Source: an optimization exercise on an open RTL-to-GDS flow (aim: small area, a short achievable clock period and few clock cycles per item). Production flows keep margins and buffers that such runs may drop.
RTL that was checked went through simulation tests only; none was proved equivalent to the original.
Function not checked in runs 3 to 7: the RTL went through the layout flow alone.

### design/flow/standard.sh
#!/bin/bash
# synth_recipe.tcl (not shown) runs the flow's synth.tcl, then flattens the netlist and writes it again
# the make line also repeats each setting of config.mk as NAME=value (left out here)
make -C /OpenROAD-flow-scripts/flow DESIGN_CONFIG=/design/flow/config.mk WORK_HOME=/design/flow/orfs CLKGATE_MAP_FILE= SYNTH_SCRIPT=/design/flow/synth_recipe.tcl "${@:-finish}"
### design/flow/design.v
module interp_add #(
  parameter int N    = 16,
  parameter int ARCH = 1
) (
  input  [N-1:0] a,
  input  [N-1:0] b,
  input          ci,
  output [N-1:0] s,
  output         co
);
  logic [N:0] g0, p0, g, pp;
  always_comb begin
    g0[0] = ci; p0[0] = 1'b0;
    for (int i = 0; i < N; i++) begin
      g0[i+1] = a[i] & b[i];
      p0[i+1] = a[i] ^ b[i];
    end
    g = g0; pp = p0;
    if (ARCH == 0) begin
      for (int i = 1; i <= N; i++) g[i] = g0[i] | (p0[i] & g[i-1]);
    end else if (ARCH == 2) begin
      for (int l = 1; l <= N; l = l * 2) begin
        for (int i = N; i >= l; i--) begin
          g[i]  = g[i] | (pp[i] & g[i-l]);
          pp[i] = pp[i] & pp[i-l];
        end
      end
    end else begin
      for (int l = 1; 2 * l <= N + 1; l = l * 2) begin
        for (int i = 2 * l - 1; i <= N; i += 2 * l) begin
          g[i]  = g[i] | (pp[i] & g[i-l]);
          pp[i] = pp[i] & pp[i-l];
        end
      end
      for (int l = 16; l >= 1; l = l / 2) begin
        for (int i = 3 * l - 1; i <= N; i += 2 * l) begin
          g[i]  = g[i] | (pp[i] & g[i-l]);
          pp[i] = pp[i] & pp[i-l];
        end
      end
    end
  end
  for (genvar i = 0; i < N; i++) begin : sum
    assign s[i] = p0[i+1] ^ g[i];
  end
  assign co = g[N];
endmodule
module interpolate_cal #(
  parameter  int unsigned HALF_SIZE = 16,
  parameter  int unsigned DATA_SIZE = 16
) (
  input clk,
  input rstn,
  input en,
  input [0:7][DATA_SIZE-1:0] feat,
  input [0:8][DATA_SIZE-1:0] x,  
  input [0:8][DATA_SIZE-1:0] y,
  input [0:8][DATA_SIZE-1:0] z,
  output logic [DATA_SIZE-1:0] interpolated_feat,
  output logic done
);
localparam int W = DATA_SIZE;
logic         busy;         
logic [3:0]   op;           
logic [1:0]   cnt;          
logic         first;        
logic [W-1:0] r;            
logic [W-1:0] d;            
logic         p_valid;      
logic [3:0]   p_nib;        
logic [W-1:0] p, m, a, b;
logic [W-1:0] dv;
always_comb begin
  case (cnt)
    2'd0: dv = d;
    2'd1: dv = d << 4;
    2'd2: dv = d << 8;
    default: dv = d << 12;
  endcase
end
wire idle   = !busy && !p_valid;
wire start  = idle && en;
wire last   = busy && (cnt == 2'd0);
wire load   = start || (last && op != 4'd10);
wire [3:0] lop = busy ? op + 4'd1 : 4'd1;    
logic [W-1:0] d_a, d_b, n_a, n_b;
always_comb begin
  d_a = x[1]; d_b = x[0];
  case (lop)
    4'd1:  begin d_a = x[1]; d_b = x[0]; end
    4'd2:  begin d_a = y[2]; d_b = y[0]; end
    4'd3:  begin d_a = x[3]; d_b = x[2]; end
    4'd4:  begin d_a = y[2]; d_b = y[0]; end
    4'd5:  begin d_a = z[4]; d_b = z[0]; end
    4'd6:  begin d_a = x[5]; d_b = x[4]; end
    4'd7:  begin d_a = y[6]; d_b = y[4]; end
    4'd8:  begin d_a = x[7]; d_b = x[6]; end
    4'd9:  begin d_a = y[6]; d_b = y[4]; end
    4'd10: begin d_a = z[4]; d_b = z[0]; end
    default: ;
  endcase
  case (lop)
    4'd2, 4'd7: n_a = y[8];
    4'd5:       n_a = z[8];
    4'd4, 4'd9, 4'd10: n_a = d_a;
    default:    n_a = x[8];
  endcase
  case (lop)
    4'd4, 4'd9: n_b = y[8];
    4'd10:      n_b = z[8];
    default:    n_b = d_b;
  endcase
end
wire [W-1:0] n_new, d_new;
interp_add #(W, 1) u_nsub (.a(n_a), .b(~n_b), .ci(1'b1), .s(n_new), .co());
interp_add #(W, 1) u_dsub (.a(d_a), .b(~d_b), .ci(1'b1), .s(d_new), .co());
wire [1:0] k_new = (d_new[15:12] != 4'd0) ? 2'd0 :
                   (d_new[11:8]  != 4'd0) ? 2'd1 :
                   (d_new[7:4]   != 4'd0) ? 2'd2 : 2'd3;
logic [W-1:0] rs [0:4];
logic [3:0]   nib;
assign rs[0] = r;
for (genvar j = 0; j < 4; j++) begin : step
  localparam int S = 3 - j;
  wire [W-1:0] dsh  = dv << S;
  wire         fits = (S == 0) ? 1'b1 : ~|dv[W-1 -: (S == 0 ? 1 : S)];
  wire [W-1:0] diff;
  wire         nb;
  interp_add #(W, 2) u_sub (.a(rs[j]), .b(~dsh), .ci(1'b1), .s(diff), .co(nb));
  assign nib[S]  = nb & fits;
  assign rs[j+1] = nib[S] ? diff : rs[j];
end
always_ff @(posedge clk) begin
  if (!rstn) begin
    busy  <= 1'b0;
    op    <= 4'd1;
  end else if (load) begin
    busy  <= 1'b1;
    op    <= lop;
  end else if (last) begin
    busy  <= 1'b0;
  end
end
always_ff @(posedge clk) begin
  first <= load;
  if (load) begin
    r   <= n_new;
    d   <= d_new;
    cnt <= k_new;
  end else begin
    r   <= rs[4];
    cnt <= cnt - 2'd1;
  end
end
always_ff @(posedge clk) begin
  if (!rstn) begin
    p_valid <= 1'b0;
    done    <= 1'b0;
  end else begin
    p_valid <= busy;
    done    <= p_valid && !busy;
  end
  p_nib   <= nib;
end
wire x_op  = (op == 4'd1) || (op == 4'd3) || (op == 4'd6) || (op == 4'd8);
wire [W-1:0] f_a = (op == 4'd1) ? feat[0] : (op == 4'd3) ? feat[2] :
                   (op == 4'd6) ? feat[4] : feat[6];
wire [W-1:0] f_b = (op == 4'd1) ? feat[1] : (op == 4'd3) ? feat[3] :
                   (op == 4'd6) ? feat[5] : feat[7];
wire [W-1:0] f_sum;
interp_add #(W, 1) u_fadd (.a(f_a), .b(f_b), .ci(1'b0), .s(f_sum), .co());
wire p_fin  = first || !busy;                               
wire add_a  = first && (op == 4'd5 || op == 4'd10);         
wire add_b  = !busy;                                        
wire [W-1:0] addend = add_a ? a : add_b ? b : '0;
wire [W-1:0] t0 = addend;
wire [W-1:0] t1 = p << 4;
wire [W-1:0] t2 = p_nib[3] ? (m << 3) : '0;
wire [W-1:0] t3 = p_nib[2] ? (m << 2) : '0;
wire [W-1:0] t4 = p_nib[1] ? (m << 1) : '0;
wire [W-1:0] t5 = p_nib[0] ? m : '0;
wire [W-1:0] s1 = t0 ^ t1 ^ t2;
wire [W-1:0] c1 = ((t0 & t1) | (t0 & t2) | (t1 & t2)) << 1;
wire [W-1:0] s2 = t3 ^ t4 ^ t5;
wire [W-1:0] c2 = ((t3 & t4) | (t3 & t5) | (t4 & t5)) << 1;
wire [W-1:0] s3 = s1 ^ c1 ^ s2;
wire [W-1:0] c3 = ((s1 & c1) | (s1 & s2) | (c1 & s2)) << 1;
wire [W-1:0] s4 = s3 ^ c3 ^ c2;
wire [W-1:0] c4 = ((s3 & c3) | (s3 & c2) | (c3 & c2)) << 1;
wire [W-1:0] p_new;
interp_add #(W, 0) u_pcpa (.a(s4), .b(c4), .ci(1'b0), .s(p_new), .co());
always_ff @(posedge clk) begin
  if (start)
    p <= '0;
  else if (p_valid)
    p <= (p_fin && busy) ? '0 : p_new;
  if (busy && first)
    m <= x_op ? f_sum : p_new;
  if (p_valid && first && (op == 4'd3 || op == 4'd8)) a <= p_new;   
  if (p_valid && first && op == 4'd6) b <= p_new;                    
end
assign interpolated_feat = p;
endmodule
module interp_top #(
  parameter  int unsigned W = 16
) (
  input              clk,
  input              rstn,
  input              en,
  input  [8*W-1:0]   feat,
  input  [9*W-1:0]   x,
  input  [9*W-1:0]   y,
  input  [9*W-1:0]   z,
  output [W-1:0]     interpolated_feat,
  output             done
);
logic [0:7][W-1:0] feat_arr;
logic [0:8][W-1:0] x_arr, y_arr, z_arr;
genvar g;
generate
  for (g = 0; g < 8; g = g + 1) begin : feat_unpack
    assign feat_arr[g] = feat[g*W +: W];
  end
  for (g = 0; g < 9; g = g + 1) begin : xyz_unpack
    assign x_arr[g] = x[g*W +: W];
    assign y_arr[g] = y[g*W +: W];
    assign z_arr[g] = z[g*W +: W];
  end
endgenerate
interpolate_cal #(
  .DATA_SIZE(W)
) INTERP (
  .clk               (clk),
  .rstn              (rstn),
  .en                (en),
  .feat              (feat_arr),
  .x                 (x_arr),
  .y                 (y_arr),
  .z                 (z_arr),
  .interpolated_feat (interpolated_feat),
  .done              (done)
);
endmodule
### design/flow/config.mk
export PLATFORM = sky130hd
export DESIGN_NAME = interp_top
export DESIGN_NICKNAME = interp_top
export VERILOG_FILES = /design/flow/design.v
export SDC_FILE = /design/flow/constraint.sdc
export NUM_CORES = 4
export LEC_CHECK = 0
export CAP_MARGIN = 20
export CORE_MARGIN = 2
export CORE_UTILIZATION = 40
export PLACE_DENSITY = 0.6
export SLEW_MARGIN = 20
### design/flow/flow/run.sh
#!/bin/bash
set -euo pipefail
export BUFFER_PORTS_ARGS="-buffer_cell sky130_fd_sc_hd__buf_1"
export SETUP_SLACK_MARGIN=23
bash standard.sh > standard_flow.log 2>&1
### design/flow/constraint.sdc
create_clock -name core_clock -period 33.0 [get_ports {clk}]
set_input_delay 6.6000 -clock core_clock [delete_from_list [all_inputs] [get_ports {clk}]]
set_output_delay 6.6000 -clock core_clock [all_outputs]
set_load 0.01 [all_outputs]
==> results of run 1 <==
==> final timing paths <==
| path | end | depth (start not counted) | slack [ps] |
|---|---|---|---|
| worst max-delay path | INTERP.r[13] | 16 | 23060 |
| worst min register to register | INTERP.p[15] | 2 | 480 |
| worst min-delay path | INTERP.p[15] | 2 | 480 |
| worst max register to register | INTERP.r[6] | 43 | 23430 |
==> layout make-up <==
class	count	share of cell area, %
multi-input combinational	1373	63.3
sequential	110	16.6
clock inverter	5	0.312
tap	461	3.34
clock buffer	11	1.53
timing repair buffer	465	11.3
inverter	144	3.16
antenna	29	0.421
==> timing repair <==
item,4_1_cts,5_1_grt
setup buffers,9,15
pin swaps,5,22
endpoints found under the setup margin,20,26
gates resized for setup,21,40
hold buffers,0,0
==> state kept, by name (all words and copies together) (netlist names) <==
name / count
INTERP.busy: 1
INTERP.p: 16
INTERP.b: 16
INTERP.p_valid: 1
INTERP.cnt: 2
INTERP.r: 16
INTERP.d: 16
INTERP.first: 1
INTERP.a: 16
INTERP.m: 16
INTERP.op: 4
INTERP.done: 1
INTERP.p_nib: 4
==> cell families (layout without fill, tap and decap cells) <==
kind of cell | count (synthesis) | count (layout) | synth area share (%)
other | 0 | 29 | 0
AND/OR/NAND/NOR | 536 | 536 | 17.9
adder cells (fa/ha/maj) | 201 | 201 | 21.7
flip-flops | 110 | 110 | 19.8
XOR/XNOR | 84 | 84 | 5.17
buffers and inverters | 238 | 625 | 6.61
multiplexers | 74 | 74 | 5.37
AO/OA/AOI/OAI | 478 | 478 | 23.3
==> metrics by stage <==
stage / area, um^2 / instances / utilization [%]
4_1_cts: 16900 / 2554 / 47.5
3_5_place_dp: 16400 / 2529 / 46.1
2_1_floorplan: 14400 / 1721 / -
6_report: 17300 / 2598 / 48.6
5_1_grt: 17200 / 2571 / 48.4
3_3_place_gp: 16400 / 2529 / 46.1
==> synth_stat cells (all sizes together) (13+ instances only) <==
cell type  number
and2           69
ha            120
nand3          28
xor2           24
or2            17
nor2          116
edfxtp         65
nor2b          24
clkbuf         60
nor3           23
o21ai          94
a21oi          98
nand2         187
xnor2          60
mux2           22
a41oi          16
inv           142
o21a           31
buf            34
fa             81
nand2b         20
dfxtp          45
a22o           13
a222oi         49
a21o           17
mux2i          52
a22oi          47
a31oi          22
==> per-layer routing <==
layer  vias up  global-route usage (%)  share of wire [%]
li1       7036                       -                  -
met1      7084                    36.6                 37
met2       620                    48.5                 44
met3       127                    9.90                 11
met4        14                    20.9                7.5
met5         -                       0               0.15
==> worst max-delay path, delay by kind of cell <==
family / cells / cell delay (ps)
and+or+nand+nor: 3 / 480
buffers and inverters: 3 / 430
AOI/OAI and AO/OA: 8 / 1990
adders and majority gates: 2 / 710
==> metrics.cfg, run 1 <==
[sta]
min_period_ps = 9940
worst_pin_slew_ps = 1260
fin_hold_ws_ps = 478
finalCritPeriodShare_pct = 30.1
setup_viol = 0
finalMaxSlewViolations = 0
hold_viol_final = 0
tns_ps = 0
final.setup.worst_slack_ps = 23060
skew_ps = 18.2
grt_setup_unrepaired = true
max-slew-margin-rel_pct = 16.0
fmax_mhz = 101

[critical_path]
critPathMaxStageDelay_ps = 480
cp-start-kind = input port
timing.critical_path.from = x[113]
cp_max_fo = 3
critPathRequiredTime_ps = 33300
critPathSlowestCell = fa_1
worstPathCellList = buf_1 > a222oi_1 > a41oi_2 > buf_4 > a221oi_4 > inv_1 > ha_4 > a21oi_2 > o211ai_1 > a41o_1 > o41ai_4 > nor2_1 > nor3_2 > fa_1 > nand2_1 > o221a_1
end_kind = register
crit_type = input port to register
arrival_ps = 10240
r2r-start = INTERP.cnt[0]

[global_routing]
grt_usage_pct = 31.1
grt-ovfl-total = 0
grt_max_degree = 63
grt_pass1_vias = 14719
antenna_found_initial = 36
grt_pass1_wl_mm = 88.3

[clock_tree]
numCtsBuffers = 9
clock_latency_ps = 370
cts_tree = built
htreeDepth = 3
path_clk_slew_ps = 80
clock_path_buffers = 2
cts_root_buf = clkbuf_16
cts_sinks = 110

[final_layout]
num-fill-cells = 3556
layout-drive-gt1-share_pct = 7.97
final_cell_mix = 419 x buf_1, 182 x nand2_1, 140 x inv_1, 113 x nor2_1, 113 x ha_1
multi_input_area_um2 = 10900
final_nets = 2867
area.sequential_um2 = 2860
final_common_cell = buf_1
area_delta_synth_final_pct = 20.0

[drt]
drt-initial-drc-count = 1231
drcViolationCount = 0
ant_nets = 0
dr.pass1.iters = 7
routed_wl_mm = 59.7
vias = 14881
via_per_inst = 5.73
wl_per_cell_um = 23.0

[logic_synthesis]
ys.flop_type = edfxtp_1
yosysTopAreaCellShare_pct = 13.6
syn_nets = 2485
yosys.area.top_type = edfxtp_1
syn_avg_cell_area_um2 = 8.35
async_reset_ff_share_pct = 0
ys_warn_count = 6
synth_edf_count = 65
ys_types = 87
synthCells = 1721
ys_seq_area_share_pct = 19.8
netlist_area_um2 = 14400
ys_ff_latch = 110
ys_top_cells_by_area = edfxtp_1 14%, fa_1 11%, ha_1 10%

[placement]
place.gp.congestion = 0.987
dp_hpwl_mm = 49.5
numPortBuffers = 419
pre_cts_ws_ps = 21580

[min_path]
hp-class = register to register
hp-start = INTERP.p[15]

[die]
dieHeight_um = 194
core.rowCount = 69
io-pin-count = 580
die-area_um2 = 37500
coreArea_um2 = 35500
start_util_pct = 40.5
chipWidth_um = 194

[outcome]
status = timing/DRC/antenna clean

[flow_run]
maxCapViolations = 0

Testbench counts, summed over its fixed seeds: cycles 65,649, items 2,400.
==> run 2: changes to the inputs <==
==> design/flow/run.sh (new file) <==
#!/bin/bash
# synth_recipe.tcl (not shown) runs the flow's synth.tcl, then flattens the netlist and writes it again
# the make line also repeats each setting of config.mk as NAME=value (left out here)
make -C /OpenROAD-flow-scripts/flow DESIGN_CONFIG=/design/flow/config.mk WORK_HOME=/design/flow/orfs CLKGATE_MAP_FILE= SYNTH_SCRIPT=/design/flow/synth_recipe.tcl finish
removed: design/flow/flow/run.sh
removed: design/flow/standard.sh
==> metrics.cfg, run 2 <==
[min_path]
hp-class = register to register
hold_depth = 2  ; unchanged
hp-start = INTERP.p[14]
hold_end = INTERP.p[14]

[final_layout]
final_common_cell = clkdlybuf4s50_1
area_delta_synth_final_pct = 34.6
multi_input_area_um2 = 10700  ; -2.4%
layout-drive-gt1-share_pct = 4.80  ; -3.2 points
final_cell_area_um2 = 19300  ; +12%
final_nets = 2843  ; -0.84%
num-fill-cells = 3376  ; -5.1%
area.sequential_um2 = 2850  ; about the same
final_cell_mix = 419 x clkdlybuf4s50_1, 186 x nand2_1, 140 x inv_1, 120 x ha_1, 114 x nor2_1

[sta]
setup_viol = 0  ; unchanged
min_period_ps = 11780  ; +1840 ps
fmax_mhz = 84.9  ; -16%
max-slew-margin-rel_pct = 26.9  ; +11 points
worst_pin_slew_ps = 1090  ; -166 ps
finalMaxSlewViolations = 0  ; unchanged
hold_viol_final = 0  ; unchanged
grt_setup_unrepaired = false
finalCritPeriodShare_pct = 35.7  ; +5.6 points
tns_ps = 0  ; unchanged
skew_ps = 9.10  ; -9.07 ps

[global_routing]
grt_max_degree = 63  ; unchanged
grt_pass1_wl_mm = 90.8  ; +2.8%
grt-ovfl-total = 0  ; unchanged
grt_pass1_vias = 14808  ; +0.60%
grt_usage_pct = 32.3  ; +1.1 points
antenna_found_initial = 32  ; -11%

[placement]
place.gp.congestion = 0.971  ; -1.7%
dpl-instance-area_um2 = 19000  ; +16%
numPortBuffers = 419  ; unchanged
dp_hpwl_mm = 51.3  ; +3.6%

[logic_synthesis]
yosys.area.top_type = edfxtp_1
netlist_area_um2 = 14400  ; unchanged
synth_top_family_by_area = compound AO/OA/AOI/OAI gates
syn_avg_cell_area_um2 = 8.35  ; unchanged
ys_ff_latch = 110  ; unchanged
synth_commonest_cells = 187 x nand2_1, 140 x inv_1, 120 x ha_1, 116 x nor2_1, 96 x a21oi_1
ys_seq_area_share_pct = 19.8  ; unchanged
ys_warn_count = 6  ; unchanged
synth_compound_area_share_pct = 23.3  ; unchanged
synth_xor_area_share_pct = 5.17  ; unchanged
syn_nets = 2485  ; unchanged
synth-simple-area-share_pct = 17.9  ; unchanged
async_reset_ff_share_pct = 0  ; unchanged
synth_edf_count = 65  ; unchanged
ys_top_cells_by_area = edfxtp_1 14%, fa_1 11%, ha_1 10%
yosysTopAreaCellShare_pct = 13.6  ; unchanged
synthAdderAreaFrac_pct = 21.7  ; unchanged
synthMostInstantiatedCell = nand2_1
ys_types = 87  ; unchanged
ys.flop_type = edfxtp_1
synthCells = 1721  ; unchanged
synth.mux.area_fraction_pct = 5.37  ; unchanged

[drt]
drcViolationCount = 0  ; unchanged
vias = 14669  ; -1.4%
drt-initial-drc-count = 1502  ; +22%
wl_per_cell_um = 24.0  ; +4.2%
routed_wl_mm = 61.5  ; +3.0%
ant_nets = 0  ; unchanged
dr.pass1.iters = 6  ; -1
via_per_inst = 5.71  ; -0.27%

[flow_run]
maxCapViolations = 0  ; unchanged

[clock_tree]
cts_setup_buffers = 0  ; -9
numCtsBuffers = 9  ; unchanged
htreeDepth = 3  ; unchanged
cts_hold_buf = 0  ; unchanged
cts_root_buf = clkbuf_16
clock_path_buffers = 2  ; unchanged
cts_tree = built
cts.repair.resized = 0  ; -100%
clock_latency_ps = 360  ; about the same
path_clk_slew_ps = 80  ; about the same
cts_sinks = 110  ; unchanged

[critical_path]
r2r_slack_ps = 21220  ; -2210 ps
cp_max_fo = 19  ; +16
crit_type = register to register
end_kind = register
critPathRequiredTime_ps = 33260  ; -40 ps
r2r-start = INTERP.cnt[0]
cp-start-kind = register
critPathMaxStageDelay_ps = 520  ; +40 ps
arrival_ps = 12040  ; +1800 ps
r2r_cells = 42  ; -2.3%
critPathSlowestCell = ha_1
r2r_end = INTERP.r[4]

[die]
start_util_pct = 40.5  ; unchanged
die-area_um2 = 37500  ; unchanged
core.rowCount = 69  ; unchanged
io-pin-count = 580  ; unchanged
chipWidth_um = 194  ; unchanged
dieHeight_um = 194  ; unchanged
coreArea_um2 = 35500  ; unchanged

[outcome]
status = timing/DRC/antenna clean

## run 2: changes by cell type in the layout (fill, tap and decap cells not counted), moves of 5 or more
cell | previous run | this run
a21oi_1 | 88 | 96
a21oi_2 | 8 | 1
a221oi_1 | 5 | 10
buf_1 | 419 | 0
buf_4 | 42 | 22
clkdlybuf4s50_1 | 0 | 419
diode_2 | 29 | 23
ha_1 | 113 | 120
ha_4 | 5 | 0
o21ai_0 | 87 | 92
o21ai_1 | 6 | 1
## run 2: cell type report
cell class	count	share of cell area, %
diodes	23	0.298
clock buffers	11	1.20
clock inverters	5	0.298
inverters	144	2.79
multi-input cells	1373	55.1
flip-flops and latches	110	14.7
well taps	461	2.98
repair buffers	441	22.5
## run 2: cell families after synthesis
kind of cell	count (synthesis)
AND/OR/NAND/NOR	536
AO/OA/AOI/OAI	478
buffers and inverters	238
adder cells (fa/ha/maj)	201
flip-flops	110
XOR/XNOR	84
multiplexers	74
## run 2: how the worst max path moves through the flow
stage                       start           end  depth (start not counted)
floorplan                  x[113]  INTERP.r[13]                         14
global placement    INTERP.cnt[0]   INTERP.r[4]                         42
detailed placement  INTERP.cnt[0]   INTERP.r[4]                         42
CTS                 INTERP.cnt[0]   INTERP.r[4]                         42
global route        INTERP.cnt[0]   INTERP.r[4]                         42
finish              INTERP.cnt[0]   INTERP.r[4]                         42
## run 2: routing by layer
layer	track usage [%]	share of wire, %	vias up
li1	-	-	6969
met1	37.9	38	6990
met2	54.2	47	603
met3	7.27	9.3	103
met4	18.5	6.4	4
met5	0	0.037	-
## run 2: critical path, delay by kind of cell, from the launching register on
family	cells	cell delay, ps
fa+ha+maj	5	1890
compound gates	20	4860
flops	1	350
mux	2	740
buf+inv	7	1600
simple gates	8	2200
## run 2: metrics by stage
stage / instances / util (%) / hold slack [ps] / worst slack, ps
after CTS: 2545 / 54.4 / 474 / 21290
after global placement: 2529 / 53.5 / 460 / 21520
after global routing: 2545 / 54.4 / 517 / 20440
after detailed placement: 2529 / 53.5 / 462 / 21350
after floorplan: 1721 / - / 487 / 23190
final: 2568 / 54.5 / 478 / 21220
==> run 3: changes to the inputs <==
--- a/design/flow/design.v
+++ b/design/flow/design.v
@@ -100,18 +100,21 @@
     default: ;
   endcase
+  n_a = x[8]; n_b = x[0];
   case (lop)
-    4'd2, 4'd7: n_a = y[8];
-    4'd5:       n_a = z[8];
-    4'd4, 4'd9, 4'd10: n_a = d_a;
-    default:    n_a = x[8];
+    4'd1:  begin n_a = x[8]; n_b = x[0]; end
+    4'd2:  begin n_a = y[8]; n_b = y[0]; end
+    4'd3:  begin n_a = x[8]; n_b = x[2]; end
+    4'd4:  begin n_a = y[2]; n_b = y[8]; end
+    4'd5:  begin n_a = z[8]; n_b = z[0]; end
+    4'd6:  begin n_a = x[8]; n_b = x[4]; end
+    4'd7:  begin n_a = y[8]; n_b = y[4]; end
+    4'd8:  begin n_a = x[8]; n_b = x[6]; end
+    4'd9:  begin n_a = y[6]; n_b = y[8]; end
+    4'd10: begin n_a = z[4]; n_b = z[8]; end
+    default: ;
   endcase
-  case (lop)
-    4'd4, 4'd9: n_b = y[8];
-    4'd10:      n_b = z[8];
-    default:    n_b = d_b;
-  endcase
 end
 wire [W-1:0] n_new, d_new;
-interp_add #(W, 1) u_nsub (.a(n_a), .b(~n_b), .ci(1'b1), .s(n_new), .co());
+interp_add #(W, 2) u_nsub (.a(n_a), .b(~n_b), .ci(1'b1), .s(n_new), .co());
 interp_add #(W, 1) u_dsub (.a(d_a), .b(~d_b), .ci(1'b1), .s(d_new), .co());
 wire [1:0] k_new = (d_new[15:12] != 4'd0) ? 2'd0 :
==> design/flow/flow/run.sh (new file) <==
#!/bin/bash
set -euo pipefail
export BUFFER_PORTS_ARGS="-buffer_cell sky130_fd_sc_hd__buf_1"
export SETUP_SLACK_MARGIN=24
bash standard.sh > standard_flow.log 2>&1
==> design/flow/standard.sh (new file) <==
#!/bin/bash
# synth_recipe.tcl (not shown) runs the flow's synth.tcl, then flattens the netlist and writes it again
# the make line also repeats each setting of config.mk as NAME=value (left out here)
make -C /OpenROAD-flow-scripts/flow DESIGN_CONFIG=/design/flow/config.mk WORK_HOME=/design/flow/orfs CLKGATE_MAP_FILE= SYNTH_SCRIPT=/design/flow/synth_recipe.tcl "${@:-finish}"
removed: design/flow/run.sh
==> metrics.cfg, run 3 <==
[logic_synthesis]
syn_nets = 2581  ; +3.9%
ys.flop_type = edfxtp_1
synthMostInstantiatedCell = nand2_1
async_reset_ff_share_pct = 0  ; unchanged
netlist_area_um2 = 15000  ; +4.1%
ys_ff_latch = 110  ; unchanged
synthCells = 1823  ; +5.9%
ys_types = 76  ; -13%
synth_edf_count = 65  ; unchanged
yosysTopAreaCellShare_pct = 13.0  ; -0.53 points
synth_commonest_cells = 237 x nand2_1, 138 x inv_1, 121 x ha_1, 102 x nor2_1, 94 x a21oi_1
yosys.area.top_type = edfxtp_1
ys_warn_count = 6  ; unchanged
syn_avg_cell_area_um2 = 8.21  ; -1.7%
ys_seq_area_share_pct = 19.1  ; -0.78 points
ys_top_cells_by_area = edfxtp_1 13%, ha_1 10%, fa_1 9.9%

[drt]
vias = 16207  ; +10%
routed_wl_mm = 62.3  ; +1.2%
drt-initial-drc-count = 1554  ; +3.5%
wl_per_cell_um = 22.5  ; -5.9%
dr.pass1.iters = 9  ; +3
via_per_inst = 5.86  ; +2.7%
drcViolationCount = 0  ; unchanged
ant_nets = 0  ; unchanged

[global_routing]
grt_usage_pct = 30.3  ; -2.0 points
grt-ovfl-total = 0  ; unchanged
grt_pass1_wl_mm = 90.0  ; -0.95%
grt_pass1_vias = 15247  ; +3.0%
antenna_found_initial = 29  ; -9.4%
grt_max_degree = 77  ; +22%

[final_layout]
final_cell_mix = 417 x buf_1, 229 x nand2_1, 125 x inv_1, 102 x ha_1, 98 x nor2_1
final-instance-count-excl-fill = 2764  ; +7.6%
final_core_util_pct = 52.0  ; -2.6 points
num-fill-cells = 3522  ; +4.3%
final_nets = 3022  ; +6.3%
area_delta_synth_final_pct = 27.4
final_common_cell = buf_1
layout-drive-gt1-share_pct = 14.9  ; +10 points

[critical_path]
worstPathCellList = buf_6 > a222oi_1 > nand2_1 > o22a_1 > inv_1 > ha_1 > nor2b_1 > o21ai_1 > nand2b_1 > a311oi_2 > o41ai_2 > a41oi_2 > nor2b_4 > fa_2 > xnor2_4 > nor4_4 > nand2_1 > o22ai_1
cp-start-kind = input port
r2r_slack_ps = 23450  ; +2230 ps
crit_type = input port to register
critPathRequiredTime_ps = 33270  ; about the same
end_kind = register
arrival_ps = 10030  ; -2010 ps
critPathMaxStageDelay_ps = 440  ; -80 ps
path_buf_inv = 2  ; -5
critPathSlowestCell = a222oi_1
cp_max_fo = 2  ; -17
cpMostUsedCell = nand2_1
critPathTopFamily = compound AO/OA/AOI/OAI gates

[clock_tree]
clock_latency_ps = 370  ; about the same
numCtsBuffers = 9  ; unchanged
clock_path_buffers = 2  ; unchanged
path_clk_slew_ps = 90  ; about the same
cts_root_buf = clkbuf_16
cts_tree = built
cts_sinks = 110  ; unchanged
htreeDepth = 3  ; unchanged

[die]
io-pin-count = 580  ; unchanged
die-area_um2 = 39000  ; +4.0%
dieHeight_um = 197  ; +2.0%
coreArea_um2 = 36700  ; +3.4%
start_util_pct = 40.8  ; +0.26 points
chipWidth_um = 197  ; +2.0%
core.rowCount = 70  ; +1.4%

[sta]
finalMaxSlewViolations = 0  ; unchanged
grt_setup_unrepaired = true
fmax_mhz = 103  ; +21%
min_period_ps = 9750  ; -2030 ps
skew_ps = 11.0  ; +1.93 ps
max-slew-margin-rel_pct = 27.4  ; +0.53 points
worst_pin_slew_ps = 1080  ; -7.92 ps
fin_hold_ws_ps = 475  ; -2.28 ps
tns_ps = 0  ; unchanged
finalCritPeriodShare_pct = 29.6  ; -6.1 points
setup_viol = 0  ; unchanged
hold_viol_final = 0  ; unchanged

[placement]
dp_hpwl_mm = 48.8  ; -4.9%
dp.cells = 2630  ; +4.0%
numPortBuffers = 419  ; unchanged
place.gp.congestion = 0.998  ; +2.8%

[outcome]
status = timing/DRC/antenna clean

[flow_run]
maxCapViolations = 0  ; unchanged

[min_path]
hp-class = register to register

==> run 3: cell count changes after synthesis, moves of 12 or more <==
cell / before / now
a222oi_1: 49 / 75
nor2_1: 116 / 102
a22oi_1: 47 / 25
a221o_1: 1 / 19
nand2_1: 187 / 237
o21ai_0: 93 / 81
clkbuf_1: 59 / 86
mux2_2: 21 / 37
o22ai_1: 5 / 30
nand3b_1: 1 / 17
==> run 3: final cells by class <==
class                           instances  area, um^2  area share, %
Multi-Input combinational cell       1470       12100           63.5
Sequential cell                       110        2870           15.1
Timing Repair Buffer                  535        2590           13.6
Tap cell                              468         586           3.07
Inverter                              138         542           2.84
Clock buffer                            9         225           1.18
Clock inverter                          7        75.1          0.394
Antenna cell                           27        67.6          0.354
==> run 3: metrics by stage <==
stage	instance area, um^2	setup WS, ps
2_1_floorplan	15100	23520
3_3_place_gp	17100	21370
3_5_place_dp	17100	21280
4_1_cts	18000	23310
5_1_grt	19000	23080
6_report	19100	23250
==> run 3: layer usage <==
layer	up-vias	wire length, um	GRT usage (%)
li1	7578	-	-
met1	7774	25600	40.0
met2	730	29000	48.5
met3	121	5000	5.69
met4	4	2600	12.7
met5	-	28	0
==> run 3: repair_timing <==
item,4_1_cts,5_1_grt
gates cloned,1,1
hold buffers,0,0
pin swaps,38,88
setup buffers,46,42
gates resized for setup,63,138
endpoints found under the hold margin,0,0
endpoints found under the setup margin,37,43
==> run 3: worst paths after layout <==
| path | cells past startpoint | end | start |
|---|---|---|---|
| worst max register to register | 45 | INTERP.r[12] | INTERP.cnt[0] |
| worst min register to register | 2 | INTERP.p[14] | INTERP.p[14] |
| worst min-delay path | 2 | INTERP.p[14] | INTERP.p[14] |
| worst max-delay path | 18 | INTERP.cnt[1] | x[97] |
==> run 3: kinds of logic after synthesis <==
| logic type | after synthesis | synth area share, % |
|---|---|---|
| AND/OR/NAND/NOR | 611 | 19.8 |
| XOR/XNOR | 79 | 4.62 |
| AO/OA/AOI/OAI | 493 | 23.8 |
| adder cells (fa/ha/maj) | 195 | 20.0 |
| flip-flops | 110 | 19.1 |
| buffers and inverters | 243 | 6.22 |
| multiplexers | 92 | 6.50 |
==> run 3: tightest hold or removal path, cell delays in order (launching register included) <==
cell and delay [ps]:
dfxtp_1 320, nand2b_1 60, a21oi_1 50
==> run 4: changes to the inputs <==
--- a/design/flow/design.v
+++ b/design/flow/design.v
@@ -70,16 +70,10 @@
 logic [3:0]   p_nib;        
 logic [W-1:0] p, m, a, b;
-logic [W-1:0] dv;
-always_comb begin
-  case (cnt)
-    2'd0: dv = d;
-    2'd1: dv = d << 4;
-    2'd2: dv = d << 8;
-    default: dv = d << 12;
-  endcase
-end
+wire skip = first && (cnt != 2'd0) && (r[15:12] < d[15:12]);
+wire [W-1:0] dv   = skip ? (d >> 4) : d;
+wire [1:0]   left = skip ? cnt - 2'd1 : cnt;
 wire idle   = !busy && !p_valid;
 wire start  = idle && en;
-wire last   = busy && (cnt == 2'd0);
+wire last   = busy && (left == 2'd0);
 wire load   = start || (last && op != 4'd10);
 wire [3:0] lop = busy ? op + 4'd1 : 4'd1;    
@@ -100,25 +94,27 @@
     default: ;
   endcase
-  n_a = x[8]; n_b = x[0];
   case (lop)
-    4'd1:  begin n_a = x[8]; n_b = x[0]; end
-    4'd2:  begin n_a = y[8]; n_b = y[0]; end
-    4'd3:  begin n_a = x[8]; n_b = x[2]; end
-    4'd4:  begin n_a = y[2]; n_b = y[8]; end
-    4'd5:  begin n_a = z[8]; n_b = z[0]; end
-    4'd6:  begin n_a = x[8]; n_b = x[4]; end
-    4'd7:  begin n_a = y[8]; n_b = y[4]; end
-    4'd8:  begin n_a = x[8]; n_b = x[6]; end
-    4'd9:  begin n_a = y[6]; n_b = y[8]; end
-    4'd10: begin n_a = z[4]; n_b = z[8]; end
-    default: ;
+    4'd2, 4'd7: n_a = y[8];
+    4'd5:       n_a = z[8];
+    4'd4, 4'd9, 4'd10: n_a = d_a;
+    default:    n_a = x[8];
   endcase
+  case (lop)
+    4'd4, 4'd9: n_b = y[8];
+    4'd10:      n_b = z[8];
+    default:    n_b = d_b;
+  endcase
 end
 wire [W-1:0] n_new, d_new;
-interp_add #(W, 2) u_nsub (.a(n_a), .b(~n_b), .ci(1'b1), .s(n_new), .co());
+interp_add #(W, 1) u_nsub (.a(n_a), .b(~n_b), .ci(1'b1), .s(n_new), .co());
 interp_add #(W, 1) u_dsub (.a(d_a), .b(~d_b), .ci(1'b1), .s(d_new), .co());
-wire [1:0] k_new = (d_new[15:12] != 4'd0) ? 2'd0 :
-                   (d_new[11:8]  != 4'd0) ? 2'd1 :
-                   (d_new[7:4]   != 4'd0) ? 2'd2 : 2'd3;
+logic [W-1:0] d_norm;
+logic [1:0]   k_new;
+always_comb begin
+  if (d_new[15:12] != 4'd0)     begin d_norm = d_new;       k_new = 2'd0; end
+  else if (d_new[11:8] != 4'd0) begin d_norm = d_new << 4;  k_new = 2'd1; end
+  else if (d_new[7:4] != 4'd0)  begin d_norm = d_new << 8;  k_new = 2'd2; end
+  else                          begin d_norm = d_new << 12; k_new = 2'd3; end
+end
 logic [W-1:0] rs [0:4];
 logic [3:0]   nib;
@@ -149,9 +145,10 @@
   if (load) begin
     r   <= n_new;
-    d   <= d_new;
+    d   <= d_norm;
     cnt <= k_new;
   end else begin
     r   <= rs[4];
-    cnt <= cnt - 2'd1;
+    d   <= dv >> 4;
+    cnt <= left - 2'd1;
   end
 end
==> design/flow/flow/run.sh (replaced) <==
#!/bin/bash
set -euo pipefail
export BUFFER_PORTS_ARGS="-buffer_cell sky130_fd_sc_hd__buf_1"
export SETUP_SLACK_MARGIN=23
bash standard.sh > standard_flow.log 2>&1
==> metrics.cfg, run 4 <==
[outcome]
status = timing/DRC/antenna clean

[critical_path]
path_buf_inv = 2  ; unchanged
critPathRequiredTime_ps = 33220  ; -50 ps
timing.critical_path.from = y[97]
critPathSlowestCell = a222oi_1
critPathTopFamily = compound AO/OA/AOI/OAI gates
critPathMaxStageDelay_ps = 490  ; +50 ps
arrival_ps = 10710  ; +680 ps
end_kind = register
cp-start-kind = input port
cp_max_fo = 2  ; unchanged
r2r-start = INTERP.r[13]
crit_type = input port to register

[sta]
min_period_ps = 10480  ; +731 ps
fmax_mhz = 95.4  ; -7.0%
max-slew-margin-rel_pct = 22.5  ; -5.0 points
worst_pin_slew_ps = 1160  ; +74.2 ps
grt_setup_unrepaired = true
hold_viol_final = 0  ; unchanged
finalMaxSlewViolations = 0  ; unchanged
finalCritPeriodShare_pct = 31.8  ; +2.2 points
setup_viol = 0  ; unchanged
tns_ps = 0  ; unchanged
skew_ps = 9.51  ; -1.52 ps

[final_layout]
final_core_util_pct = 53.8  ; +1.8 points
final_cell_mix = 417 x buf_1, 188 x nand2_1, 152 x nor2_1, 143 x inv_1, 134 x buf_4
final_nets = 3124  ; +3.4%
area_delta_synth_final_pct = 31.9
final_common_cell = buf_1
layout-drive-gt1-share_pct = 17.7  ; +2.9 points

[die]
start_util_pct = 40.8  ; about the same
core.rowCount = 70  ; unchanged
chipWidth_um = 198  ; about the same
coreArea_um2 = 36800  ; +0.24%
die-area_um2 = 39000  ; +0.19%
io-pin-count = 580  ; unchanged
dieHeight_um = 198  ; about the same

[logic_synthesis]
ys_warn_count = 6  ; unchanged
ys_ff_latch = 110  ; unchanged
ys_top_cells_by_area = fa_1 11%, edfxtp_1 9.8%, ha_1 9.0%
async_reset_ff_share_pct = 0  ; unchanged
yosysTopAreaCellShare_pct = 10.8  ; -2.2 points
synth_edf_count = 49  ; -25%
yosys.area.top_type = fa_1
synth_commonest_cells = 191 x nand2_1, 163 x nor2_1, 145 x inv_1, 129 x o21ai_0, 119 x a21oi_1
ys.flop_type = dfxtp_1
ys_seq_area_share_pct = 18.0  ; -1.1 points
netlist_area_um2 = 15000  ; +0.20%
syn_avg_cell_area_um2 = 7.94  ; -3.2%
synthMostInstantiatedCell = nand2_1
ys_types = 97  ; +28%
syn_nets = 2640  ; +2.3%
synthCells = 1888  ; +3.6%

[placement]
place.gp.congestion = 1.02  ; +2.5%
numPortBuffers = 419  ; unchanged
dp_hpwl_mm = 54.6  ; +12%

[global_routing]
grt_max_degree = 65  ; -16%
grt_pass1_vias = 15875  ; +4.1%
grt_pass1_wl_mm = 98.0  ; +9.0%
grt-ovfl-total = 0  ; unchanged
antenna_found_initial = 23  ; -21%
grt_usage_pct = 34.0  ; +3.7 points

[clock_tree]
path_clk_slew_ps = 80  ; about the same
clock_path_buffers = 2  ; unchanged
numCtsBuffers = 9  ; unchanged
cts_hold_buf = 0  ; unchanged
cts_tree = built
clock_latency_ps = 370  ; about the same
cts_sinks = 110  ; unchanged
cts_root_buf = clkbuf_16
htreeDepth = 3  ; unchanged

[drt]
dr.pass1.iters = 9  ; unchanged
drcViolationCount = 0  ; unchanged
ant_nets = 0  ; unchanged
wl_per_cell_um = 24.2  ; +7.4%
routed_wl_mm = 69.3  ; +11%
via_per_inst = 5.93  ; +1.1%
drt-initial-drc-count = 1660  ; +6.8%
vias = 16984  ; +4.8%

[min_path]
hp-class = register to register
hp-start = INTERP.p[14]

[flow_run]
maxCapViolations = 0  ; unchanged

[run 4: through the flow]
| step | instances | setup slack [ps] | cell area [um^2] | hold WS [ps] |
|---|---|---|---|---|
| final | 2865 | 22520 | 19800 | 481 |
| after global routing | 2854 | 22220 | 19700 | 503 |
| after CTS | 2785 | 22510 | 18600 | 479 |
| after detailed placement | 2698 | 20420 | 17100 | 469 |
| after global placement | 2698 | 20330 | 17100 | 457 |
| after floorplan | 1888 | 22800 | 15100 | 490 |
[run 4: repair_timing]
action | in CTS | in global routing
resized for setup | 137 | 124
endpoints found under the setup margin | 40 | 39
gates cloned | 6 | 2
pin swaps | 68 | 67
endpoints found under the hold margin | 0 | 0
setup buffers | 65 | 58
[run 4: path summary, 6_finish.rpt]
kind,endpoint,slack (ps),cells after the start
min,INTERP.p[14],480,2
max reg2reg,INTERP.r[1],23000,47
max,INTERP.r[14],22520,25
min reg2reg,INTERP.p[14],480,2
[run 4: cell families after synthesis]
kind of cell	after synthesis	synth area share, %
AOI/OAI and AO/OA	526	23.8
xor gates and xnor gates	90	5.26
adders and majority gates	197	20.4
buffers and inverters	254	6.63
DFF	110	18.0
muxes	74	5.27
and+or+nand+nor	637	20.7
[run 4: cell type report]
type | instances | area [um^2]
diodes | 20 | 50.0
clock buffers | 10 | 229
clock inverters | 6 | 53.8
fillers | 3521 | 17000
inverters | 151 | 606
multi-input cells | 1529 | 12700
flip-flops and latches | 110 | 2700
well taps | 468 | 586
repair buffers | 568 | 2800
repair inverters | 3 | 28.8
[run 4: worst register-to-register path: cells and delay by family, from the launching register on]
kind / cells / cell delay [ps]
compound gates: 19 / 3810
simple gates: 12 / 2380
xor+xnor: 3 / 550
mux: 3 / 590
flops: 1 / 380
buf+inv: 5 / 820
fa+ha+maj: 5 / 1360
[run 4: metal layers]
metal  track usage [%]  share of wire, %  up-vias
met5                 0             0.061        -
met4              16.7               5.0        8
met3              9.24                11      169
met2              51.8                44      902
met1              44.4                40     8151
li1                  -                 -     7754
==> run 5: changes to the inputs <==
==> design/flow/flow/run.sh (replaced) <==
#!/bin/bash
set -euo pipefail
export BUFFER_PORTS_ARGS="-buffer_cell sky130_fd_sc_hd__buf_1"
export SETUP_SLACK_MARGIN=22
bash standard.sh > standard_flow.log 2>&1
==> metrics.cfg, run 5 <==
[clock_tree]
path_clk_slew_ps = 70  ; about the same
cts_tree = built
cts_hold_buf = 0  ; unchanged
clock_latency_ps = 360  ; about the same
htreeDepth = 3  ; unchanged
clock_path_buffers = 2  ; unchanged
cts_sinks = 110  ; unchanged
cts_root_buf = clkbuf_16
numCtsBuffers = 9  ; unchanged

[placement]
place.gp.congestion = 1.06  ; +3.9%
numPortBuffers = 419  ; unchanged
pre_cts_ws_ps = 20110  ; -311 ps
dp_hpwl_mm = 54.8  ; +0.39%

[critical_path]
cp_max_fo = 6  ; +4
end_kind = register
critPathSlowestCell = a222oi_1
crit_type = input port to register
arrival_ps = 11050  ; +340 ps
cpMostUsedCell = o21ai_1
cp-start-kind = input port
worstPathCellList = clkbuf_2 > a222oi_1 > a41oi_2 > ha_1 > nor2b_1 > o21ai_1 > a21boi_1 > o21a_1 > o21a_1 > o21ai_1 > a21boi_0 > o21ai_1 > a21boi_0 > o21ai_1 > a21boi_1 > o21ai_1 > and2_1 > fa_1 > xor2_2 > and3_1 > o21ai_2 > buf_2 > or3_1 > a31oi_1
critPathTopFamily = compound AO/OA/AOI/OAI gates
path_buf_inv = 2  ; unchanged
critPathRequiredTime_ps = 33290  ; +70 ps
critPathMaxStageDelay_ps = 410  ; -80 ps

[global_routing]
grt_pass1_wl_mm = 95.4  ; -2.7%
grt_usage_pct = 33.0  ; -0.98 points
grt-ovfl-total = 0  ; unchanged
grt_pass1_vias = 15602  ; -1.7%
antenna_found_initial = 21  ; -8.7%
grt_max_degree = 63  ; -3.1%

[die]
coreArea_um2 = 36800  ; unchanged
dieHeight_um = 198  ; unchanged
start_util_pct = 40.8  ; unchanged
die-area_um2 = 39000  ; unchanged
io-pin-count = 580  ; unchanged
core.rowCount = 70  ; unchanged
chipWidth_um = 198  ; unchanged

[final_layout]
final_nets = 3031  ; -3.0%
layout-drive-gt1-share_pct = 9.06  ; -8.6 points
final_common_cell = buf_1
final_cell_mix = 417 x buf_1, 190 x nand2_1, 156 x nor2_1, 145 x inv_1, 112 x a21oi_1
area_delta_synth_final_pct = 20.3
num-fill-cells = 3761  ; +6.8%

[logic_synthesis]
synthMostInstantiatedCell = nand2_1
ys_warn_count = 6  ; unchanged
yosysTopAreaCellShare_pct = 10.8  ; unchanged
ys.flop_type = dfxtp_1
ys_types = 97  ; unchanged
syn_nets = 2640  ; unchanged
yosys.area.top_type = fa_1
synthCells = 1888  ; unchanged
syn_avg_cell_area_um2 = 7.94  ; unchanged
ys_top_cells_by_area = fa_1 11%, edfxtp_1 9.8%, ha_1 9.0%
async_reset_ff_share_pct = 0  ; unchanged
synth_edf_count = 49  ; unchanged
netlist_area_um2 = 15000  ; unchanged
ys_ff_latch = 110  ; unchanged
ys_seq_area_share_pct = 18.0  ; unchanged
synth_commonest_cells = 191 x nand2_1, 163 x nor2_1, 145 x inv_1, 129 x o21ai_0, 119 x a21oi_1

[min_path]
hp-class = register to register

[sta]
tns_ps = 0  ; unchanged
skew_ps = 9.42  ; -0.0834 ps
hold_viol_final = 0  ; unchanged
fmax_mhz = 93.0  ; -2.5%
max-slew-margin-rel_pct = 20.4  ; -2.1 points
min_period_ps = 10760  ; +272 ps
finalMaxSlewViolations = 0  ; unchanged
grt_setup_unrepaired = false
setup_viol = 0  ; unchanged
final.setup.worst_slack_ps = 22240  ; -272 ps
finalCritPeriodShare_pct = 32.6  ; +0.83 points
worst_pin_slew_ps = 1180  ; +22.1 ps

[drt]
via_per_inst = 5.85  ; -1.3%
vias = 16187  ; -4.7%
drt-initial-drc-count = 1455  ; -12%
routed_wl_mm = 66.1  ; -4.7%
ant_nets = 0  ; unchanged
wl_per_cell_um = 23.9  ; -1.2%
dr.pass1.iters = 9  ; unchanged
drcViolationCount = 0  ; unchanged

[flow_run]
maxCapViolations = 0  ; unchanged

[outcome]
status = timing/DRC/antenna clean

[run 5: cell counts after synthesis]
Identical to the previous run, type by type.
[run 5: worst register-to-register path, delay by kind of cell (launching register included)]
kind            cells  cell delay, ps
xor+xnor            3             610
simple gates       11            1840
mux                 2             460
buf+inv             2             190
flops               1             420
compound gates     24            5240
fa+ha+maj           5            1750
[run 5: routing by layer]
layer  wire length (um)  track usage, %  part of all wire (%)
met1              26600            41.5                    40
met2              29100            50.8                    44
met3               6580            9.63                    10
met4               3800            18.5                   5.7
met5                 43               0                 0.065
[run 5: worst paths after layout]
kind / slack, ps / to / cells after the start / from
max reg2reg: 22380 / INTERP.r[1] / 47 / INTERP.d[15]
min: 480 / INTERP.p[14] / 2 / INTERP.p[14]
min reg2reg: 480 / INTERP.p[14] / 2 / INTERP.p[14]
max: 22240 / INTERP.d[7] / 24 / y[97]
[run 5: timing repair]
action	CTS	global route
buffers inserted	15	19
cloned	1	3
pin swaps	8	26
resized for setup	36	67
setup endpoints to repair	32	36
[run 5: cells by family (layout without fill, tap and decap cells)]
family | Yosys count | in the layout | share of synthesized area, %
flip-flops | 110 | 110 | 18.0
buffers and inverters | 254 | 649 | 6.63
XOR/XNOR | 90 | 90 | 5.26
other | 0 | 14 | 0
adder cells (fa/ha/maj) | 197 | 197 | 20.4
multiplexers | 74 | 74 | 5.27
AO/OA/AOI/OAI | 526 | 526 | 23.8
AND/OR/NAND/NOR | 637 | 638 | 20.7
[run 5: layout make-up]
cell class                      instances  area [um^2]  share of cell area [%]
Multi-Input combinational cell       1525        11800                    65.4
Sequential cell                       110         2700                    15.0
Inverter                              151          577                    3.20
Timing Repair inverter                  1         6.26                  0.0347
Tap cell                              468          586                    3.25
Timing Repair Buffer                  481         2050                    11.4
Clock buffer                           12          236                    1.31
Clock inverter                          4         47.5                   0.264
Antenna cell                           14         35.0                   0.194
[run 5: through the flow]
step / util [%] / instances / hold WS, ps / area [um^2]
after floorplan: - / 1888 / 490 / 15000
after global placement: 46.2 / 2698 / 456 / 17000
after detailed placement: 46.2 / 2698 / 460 / 17000
after CTS: 47.7 / 2730 / 471 / 17600
after global routing: 49.0 / 2758 / 482 / 18000
final: 49.0 / 2766 / 477 / 18000
==> run 6: changes to the inputs <==
==> design/flow/flow/run.sh (replaced) <==
#!/bin/bash
set -euo pipefail
export BUFFER_PORTS_ARGS="-buffer_cell sky130_fd_sc_hd__buf_1"
export SETUP_SLACK_MARGIN=22.5
bash standard.sh > standard_flow.log 2>&1
==> metrics.cfg, run 6 <==
[final_layout]
final_common_cell = buf_1
final-instance-count-excl-fill = 2823  ; +2.1%
final_nets = 3088  ; +1.9%
layout-drive-gt1-share_pct = 14.2  ; +5.2 points
area_delta_synth_final_pct = 26.9
final_cell_mix = 417 x buf_1, 191 x nand2_1, 151 x nor2_1, 144 x inv_1, 108 x buf_4

[placement]
place.gp.congestion = 1.05  ; -0.75%
dp.cells = 2698  ; unchanged
pre_cts_ws_ps = 19790  ; -325 ps
numPortBuffers = 419  ; unchanged
dp_hpwl_mm = 54.6  ; -0.44%

[clock_tree]
clock_latency_ps = 370  ; about the same
cts_tree = built
clock_path_buffers = 2  ; unchanged
cts_sinks = 110  ; unchanged
cts_hold_buf = 0  ; unchanged
numCtsBuffers = 9  ; unchanged
cts_root_buf = clkbuf_16
htreeDepth = 3  ; unchanged
path_clk_slew_ps = 80  ; about the same

[flow_run]
maxCapViolations = 0  ; unchanged

[sta]
tns_ps = 0  ; unchanged
final.setup.worst_slack_ps = 22360  ; +113 ps
min_period_ps = 10640  ; -113 ps
worst_pin_slew_ps = 1100  ; -81.1 ps
fmax_mhz = 93.9  ; +1.1%
hold_viol_final = 0  ; unchanged
skew_ps = 10.2  ; +0.813 ps
grt_setup_unrepaired = true
finalMaxSlewViolations = 0  ; unchanged
finalCritPeriodShare_pct = 32.3  ; -0.34 points
max-slew-margin-rel_pct = 26.4  ; +6.0 points
setup_viol = 0  ; unchanged

[drt]
routed_wl_mm = 67.2  ; +1.6%
wl_per_cell_um = 23.8  ; -0.42%
drt-initial-drc-count = 1373  ; -5.6%
dr.pass1.iters = 8  ; -1
via_per_inst = 5.88  ; +0.40%
drcViolationCount = 0  ; unchanged
vias = 16587  ; +2.5%
ant_nets = 0  ; unchanged

[logic_synthesis]
synth_edf_count = 49  ; unchanged
yosysTopAreaCellShare_pct = 10.8  ; unchanged
ys_types = 97  ; unchanged
synthCells = 1888  ; unchanged
syn_avg_cell_area_um2 = 7.94  ; unchanged
synthMostInstantiatedCell = nand2_1
ys_warn_count = 6  ; unchanged
netlist_area_um2 = 15000  ; unchanged
async_reset_ff_share_pct = 0  ; unchanged
ys.flop_type = dfxtp_1
ys_ff_latch = 110  ; unchanged
ys_seq_area_share_pct = 18.0  ; unchanged
syn_nets = 2640  ; unchanged
yosys.area.top_type = fa_1
ys_top_cells_by_area = fa_1 11%, edfxtp_1 9.8%, ha_1 9.0%
synth_commonest_cells = 191 x nand2_1, 163 x nor2_1, 145 x inv_1, 129 x o21ai_0, 119 x a21oi_1

[die]
core.rowCount = 70  ; unchanged
coreArea_um2 = 36800  ; unchanged
dieHeight_um = 198  ; unchanged
io-pin-count = 580  ; unchanged
die-area_um2 = 39000  ; unchanged
start_util_pct = 40.8  ; unchanged
chipWidth_um = 198  ; unchanged

[critical_path]
critPathSlowestCell = fa_2
cp-start-kind = input port
cpMostUsedCell = a21boi_1
crit_type = input port to register
critPathTopFamily = compound AO/OA/AOI/OAI gates
critPathRequiredTime_ps = 33300  ; about the same
end_kind = register
path_buf_inv = 3  ; +1
cp_max_fo = 5  ; -1
worstPathCellList = buf_12 > a222oi_1 > a41oi_2 > buf_4 > ha_4 > nor2b_4 > o21ai_2 > a21boi_1 > o21a_1 > o21a_1 > o21ai_2 > a21boi_1 > o21ai_1 > a21boi_1 > o21ai_1 > a21boi_1 > o21ai_2 > and2_4 > fa_2 > and3_4 > o21ai_4 > buf_2 > or3_1 > a31oi_1
arrival_ps = 10940  ; -110 ps
critPathMaxStageDelay_ps = 530  ; +120 ps

[global_routing]
antenna_found_initial = 18  ; -14%
grt-ovfl-total = 0  ; unchanged
grt_max_degree = 65  ; +3.2%
grt_pass1_wl_mm = 96.9  ; +1.6%
grt_pass1_vias = 15929  ; +2.1%
grt_usage_pct = 33.5  ; +0.42 points

[min_path]
hp-class = register to register

[outcome]
status = timing/DRC/antenna clean

run 6: changes by cell type in the layout (fill, tap and decap cells not counted), sizes merged:
| cell | previous run | this run |
|---|---|---|
| clkinvlp | 0 | 1 |
| clkbuf | 14 | 11 |
| buf | 479 | 538 |
run 6: final cells by class:
| cell class | count | area [um^2] |
|---|---|---|
| multi-input combinational | 1525 | 12300 |
| timing repair buffer | 539 | 2560 |
| clock buffer | 10 | 229 |
| clock inverter | 6 | 70.1 |
| fill | 3595 | 17800 |
| tap | 468 | 586 |
| inverter | 151 | 588 |
| sequential | 110 | 2700 |
| antenna | 14 | 35.0 |
run 6: repair_timing:
action | in CTS | in global routing
pin swaps | 37 | 92
resized for setup | 87 | 126
endpoints found under the setup margin | 37 | 39
cloned | 3 | 0
buffers inserted | 46 | 46
run 6: worst paths after layout:
path	from	slack, ps	end	cells past startpoint
hold reg to reg	INTERP.p[15]	470	INTERP.p[15]	2
hold / removal	INTERP.p[15]	470	INTERP.p[15]	2
setup / recovery	y[97]	22360	INTERP.d[4]	24
setup reg to reg	INTERP.d[15]	22840	INTERP.r[1]	46
run 6: metal layers:
metal | global-route usage [%] | routed length (um) | part of all wire [%] | vias to the layer above
met5 | 0 | 63 | 0.094 | -
met4 | 17.3 | 3600 | 5.4 | 12
met3 | 10.2 | 7140 | 11 | 128
met2 | 51.1 | 29600 | 44 | 768
met1 | 42.5 | 26800 | 40 | 7997
li1 | - | - | - | 7682
run 6: cells by family (layout without fill, tap and decap cells):
kind of cell,count (synthesis),after routing,synth area share (%)
AO/OA/AOI/OAI,526,526,23.8
XOR/XNOR,90,90,5.26
adder cells (fa/ha/maj),197,197,20.4
buffers and inverters,254,706,6.63
flip-flops,110,110,18.0
multiplexers,74,74,5.27
other,0,14,0
AND/OR/NAND/NOR,637,638,20.7
run 6: worst reg2reg max path: cells and delay by family (launching register included):
kind	cells	cell delay, ps
AND/OR/NAND/NOR	10	2020
adder cells (fa/ha/maj)	5	1530
buffers and inverters	7	860
flip-flops	1	380
AO/OA/AOI/OAI	18	3910
XOR/XNOR	2	310
multiplexers	4	1010
run 6: metrics by stage:
step	utilization, %	cell area (um^2)	hold slack (ps)
CTS	48.9	18000	479
floorplan	-	15000	490
global route	51.7	19000	507
detailed placement	46.2	17000	469
finish	51.7	19000	473
global placement	46.2	17000	455
==> run 7: changes to the inputs <==
==> design/flow/flow/run.sh (replaced) <==
#!/bin/bash
set -euo pipefail
export BUFFER_PORTS_ARGS="-buffer_cell sky130_fd_sc_hd__buf_1"
export SETUP_SLACK_MARGIN=21
bash standard.sh > standard_flow.log 2>&1
==> metrics.cfg, run 7 <==
[clock_tree]
htreeDepth = 3  ; unchanged
cts_root_buf = clkbuf_16
clock_latency_ps = 360  ; about the same
path_clk_slew_ps = 70  ; about the same
clock_path_buffers = 2  ; unchanged
cts_sinks = 110  ; unchanged
numCtsBuffers = 9  ; unchanged
cts_tree = built
cts_hold_buf = 0  ; unchanged

[die]
core.rowCount = 70  ; unchanged
chipWidth_um = 198  ; unchanged
dieHeight_um = 198  ; unchanged
die-area_um2 = 39000  ; unchanged
start_util_pct = 40.8  ; unchanged
io-pin-count = 580  ; unchanged
coreArea_um2 = 36800  ; unchanged

[critical_path]
cp_max_fo = 24  ; +19
end_kind = register
critPathRequiredTime_ps = 33290  ; about the same
cp-start-kind = input port
crit_type = input port to register
arrival_ps = 11770  ; +830 ps

[final_layout]
final_cell_mix = 419 x buf_1, 191 x nand2_1, 160 x nor2_1, 145 x inv_1, 126 x o21ai_0
final_nets = 3008  ; -2.6%
final_core_util_pct = 47.6  ; -4.1 points
area_delta_synth_final_pct = 16.9
final_common_cell = buf_1
layout-drive-gt1-share_pct = 6.32  ; -7.9 points

[sta]
max-slew-margin-rel_pct = 19.8  ; -6.7 points
skew_ps = 9.36  ; -0.875 ps
fin_hold_ws_ps = 473  ; +0.0700 ps
finalCritPeriodShare_pct = 34.8  ; +2.5 points
hold_viol_final = 0  ; unchanged
tns_ps = 0  ; unchanged
grt_setup_unrepaired = false
min_period_ps = 11480  ; +837 ps
finalMaxSlewViolations = 0  ; unchanged
setup_viol = 0  ; unchanged
fmax_mhz = 87.1  ; -7.3%
worst_pin_slew_ps = 1190  ; +90.9 ps

[drt]
dr.pass1.iters = 6  ; -2
drcViolationCount = 0  ; unchanged
drt-initial-drc-count = 1508  ; +9.8%
via_per_inst = 5.88  ; about the same
wl_per_cell_um = 23.9  ; +0.24%
routed_wl_mm = 65.4  ; -2.7%
ant_nets = 0  ; unchanged
vias = 16115  ; -2.8%

[logic_synthesis]
synth_edf_count = 49  ; unchanged
async_reset_ff_share_pct = 0  ; unchanged
yosys.area.top_type = fa_1
ys_top_cells_by_area = fa_1 11%, edfxtp_1 9.8%, ha_1 9.0%
synth_commonest_cells = 191 x nand2_1, 163 x nor2_1, 145 x inv_1, 129 x o21ai_0, 119 x a21oi_1
ys_types = 97  ; unchanged
ys_ff_latch = 110  ; unchanged
synthCells = 1888  ; unchanged
yosysTopAreaCellShare_pct = 10.8  ; unchanged
netlist_area_um2 = 15000  ; unchanged
ys.flop_type = dfxtp_1
synthMostInstantiatedCell = nand2_1
syn_nets = 2640  ; unchanged
ys_seq_area_share_pct = 18.0  ; unchanged
syn_avg_cell_area_um2 = 7.94  ; unchanged
ys_warn_count = 6  ; unchanged

[placement]
place.gp.congestion = 1.06  ; +0.76%
dp_hpwl_mm = 54.8  ; +0.44%
numPortBuffers = 419  ; unchanged

[global_routing]
grt-ovfl-total = 0  ; unchanged
grt_max_degree = 63  ; -3.1%
antenna_found_initial = 19  ; +1
grt_usage_pct = 32.9  ; -0.60 points
grt_pass1_vias = 15488  ; -2.8%
grt_pass1_wl_mm = 94.9  ; -2.1%

[outcome]
status = timing/DRC/antenna clean

[min_path]
hp-class = register to register

[flow_run]
maxCapViolations = 0  ; unchanged

==> run 7: cell counts after synthesis <==
No cell type changed its count.
==> run 7: area by class of cell <==
type	instances	area (um^2)
diodes	12	30.0
flip-flops and latches	110	2700
fillers	3797	19300
clock buffers	12	236
repair buffers	459	1890
clock inverters	4	47.5
well taps	468	586
multi-input cells	1525	11500
inverters	151	577
==> run 7: metal layers <==
layer	GRT usage, %	wire length, um	up-vias
met3	8.71	6470	122
met5	0	35	-
met1	42.0	26600	7704
li1	-	-	7506
met2	50.5	28500	775
met4	18.0	3730	8
==> run 7: repair_timing <==
| item | CTS | global route |
|---|---|---|
| buffers inserted | 1 | 13 |
| gates cloned | 1 | 0 |
| gates resized for setup | 5 | 19 |
| endpoints found under the setup margin | 18 | 18 |
| pin swaps | 1 | 7 |
==> run 7: kinds of logic after synthesis <==
group / Yosys count / share of synthesized area [%]
buf+inv: 254 / 6.63
simple gates: 637 / 20.7
flops: 110 / 18.0
mux: 74 / 5.27
compound gates: 526 / 23.8
xor+xnor: 90 / 5.26
fa+ha+maj: 197 / 20.4
==> run 7: critical path, cell delays in order <==
cell and delay, ps:
buf_1 320, a222oi_1 180, a41oi_1 660, ha_1 350, nor2b_1 120, o21ai_0 170
a21boi_0 120, o21a_1 190, o21a_1 170, o21ai_0 230, a21boi_0 120, o21ai_0 220
a21boi_0 120, o21ai_0 220, a21boi_0 120, o21ai_0 230, and2_1 190, fa_1 430
and3_1 170, o21ai_1 70, buf_4 250, mux2_2 380, mux2i_1 130
==> run 7: worst paths after layout <==
| kind | start | endpoint | slack, ps | cells past startpoint |
|---|---|---|---|---|
| min | INTERP.p[14] | INTERP.p[14] | 470 | 2 |
| max | y[97] | INTERP.d[5] | 21520 | 23 |
| max reg2reg | INTERP.d[13] | INTERP.r[1] | 21590 | 48 |
| min reg2reg | INTERP.p[14] | INTERP.p[14] | 470 | 2 |
==> run 7: through the flow <==
| stage | std cells | worst slack [ps] | instance area (um^2) |
|---|---|---|---|
| final | 2741 | 21520 | 17500 |
| after global routing | 2734 | 20980 | 17500 |
| after CTS | 2716 | 21090 | 17300 |
| after detailed placement | 2698 | 20110 | 17000 |
| after global placement | 2698 | 20220 | 17000 |
| after floorplan | 1888 | 22360 | 15000 |

afterwards: timing with drivers on the ports:
No port has a modelled driver above. Below, the same layouts with a new extraction and two added sets of constraints. Step 1: set_driving_cell puts a clkbuf_16 on clk and a buf_2 on each other input, an assumption about the parent block. Step 2 times the ports against the registers' clock, not the clock port: input delays grow and output delays shrink by t, the midpoint of the rising clock arrivals with the driver on. Slacks: no drivers / after step 1 / after step 2; pairs: no drivers / after step 1.
| run | t, ns | slack for setup (ns) | worst setup path at the end |
|---|---|---|---|
| run 1 | 0.404 | 23.059 / 23.082 / 22.678 | input to register |
| run 2 | 0.401 | 21.219 / 21.219 / 21.219 | register to register |
| run 3 | 0.409 | 23.246 / 23.260 / 22.851 | input to register |
| run 4 | 0.410 | 22.515 / 22.447 / 22.037 | input to register |
| run 5 | 0.412 | 22.243 / 22.236 / 21.824 | input to register |
| run 6 | 0.413 | 22.356 / 22.357 / 21.944 | input to register |
| run 7 | 0.408 | 21.519 / 21.490 / 21.082 | input to register |
After both steps setup and hold are still met in every run listed. The setup slack of run 4, which loses most, moves by -0.068 ns with the drivers and by -0.478 ns with both steps.
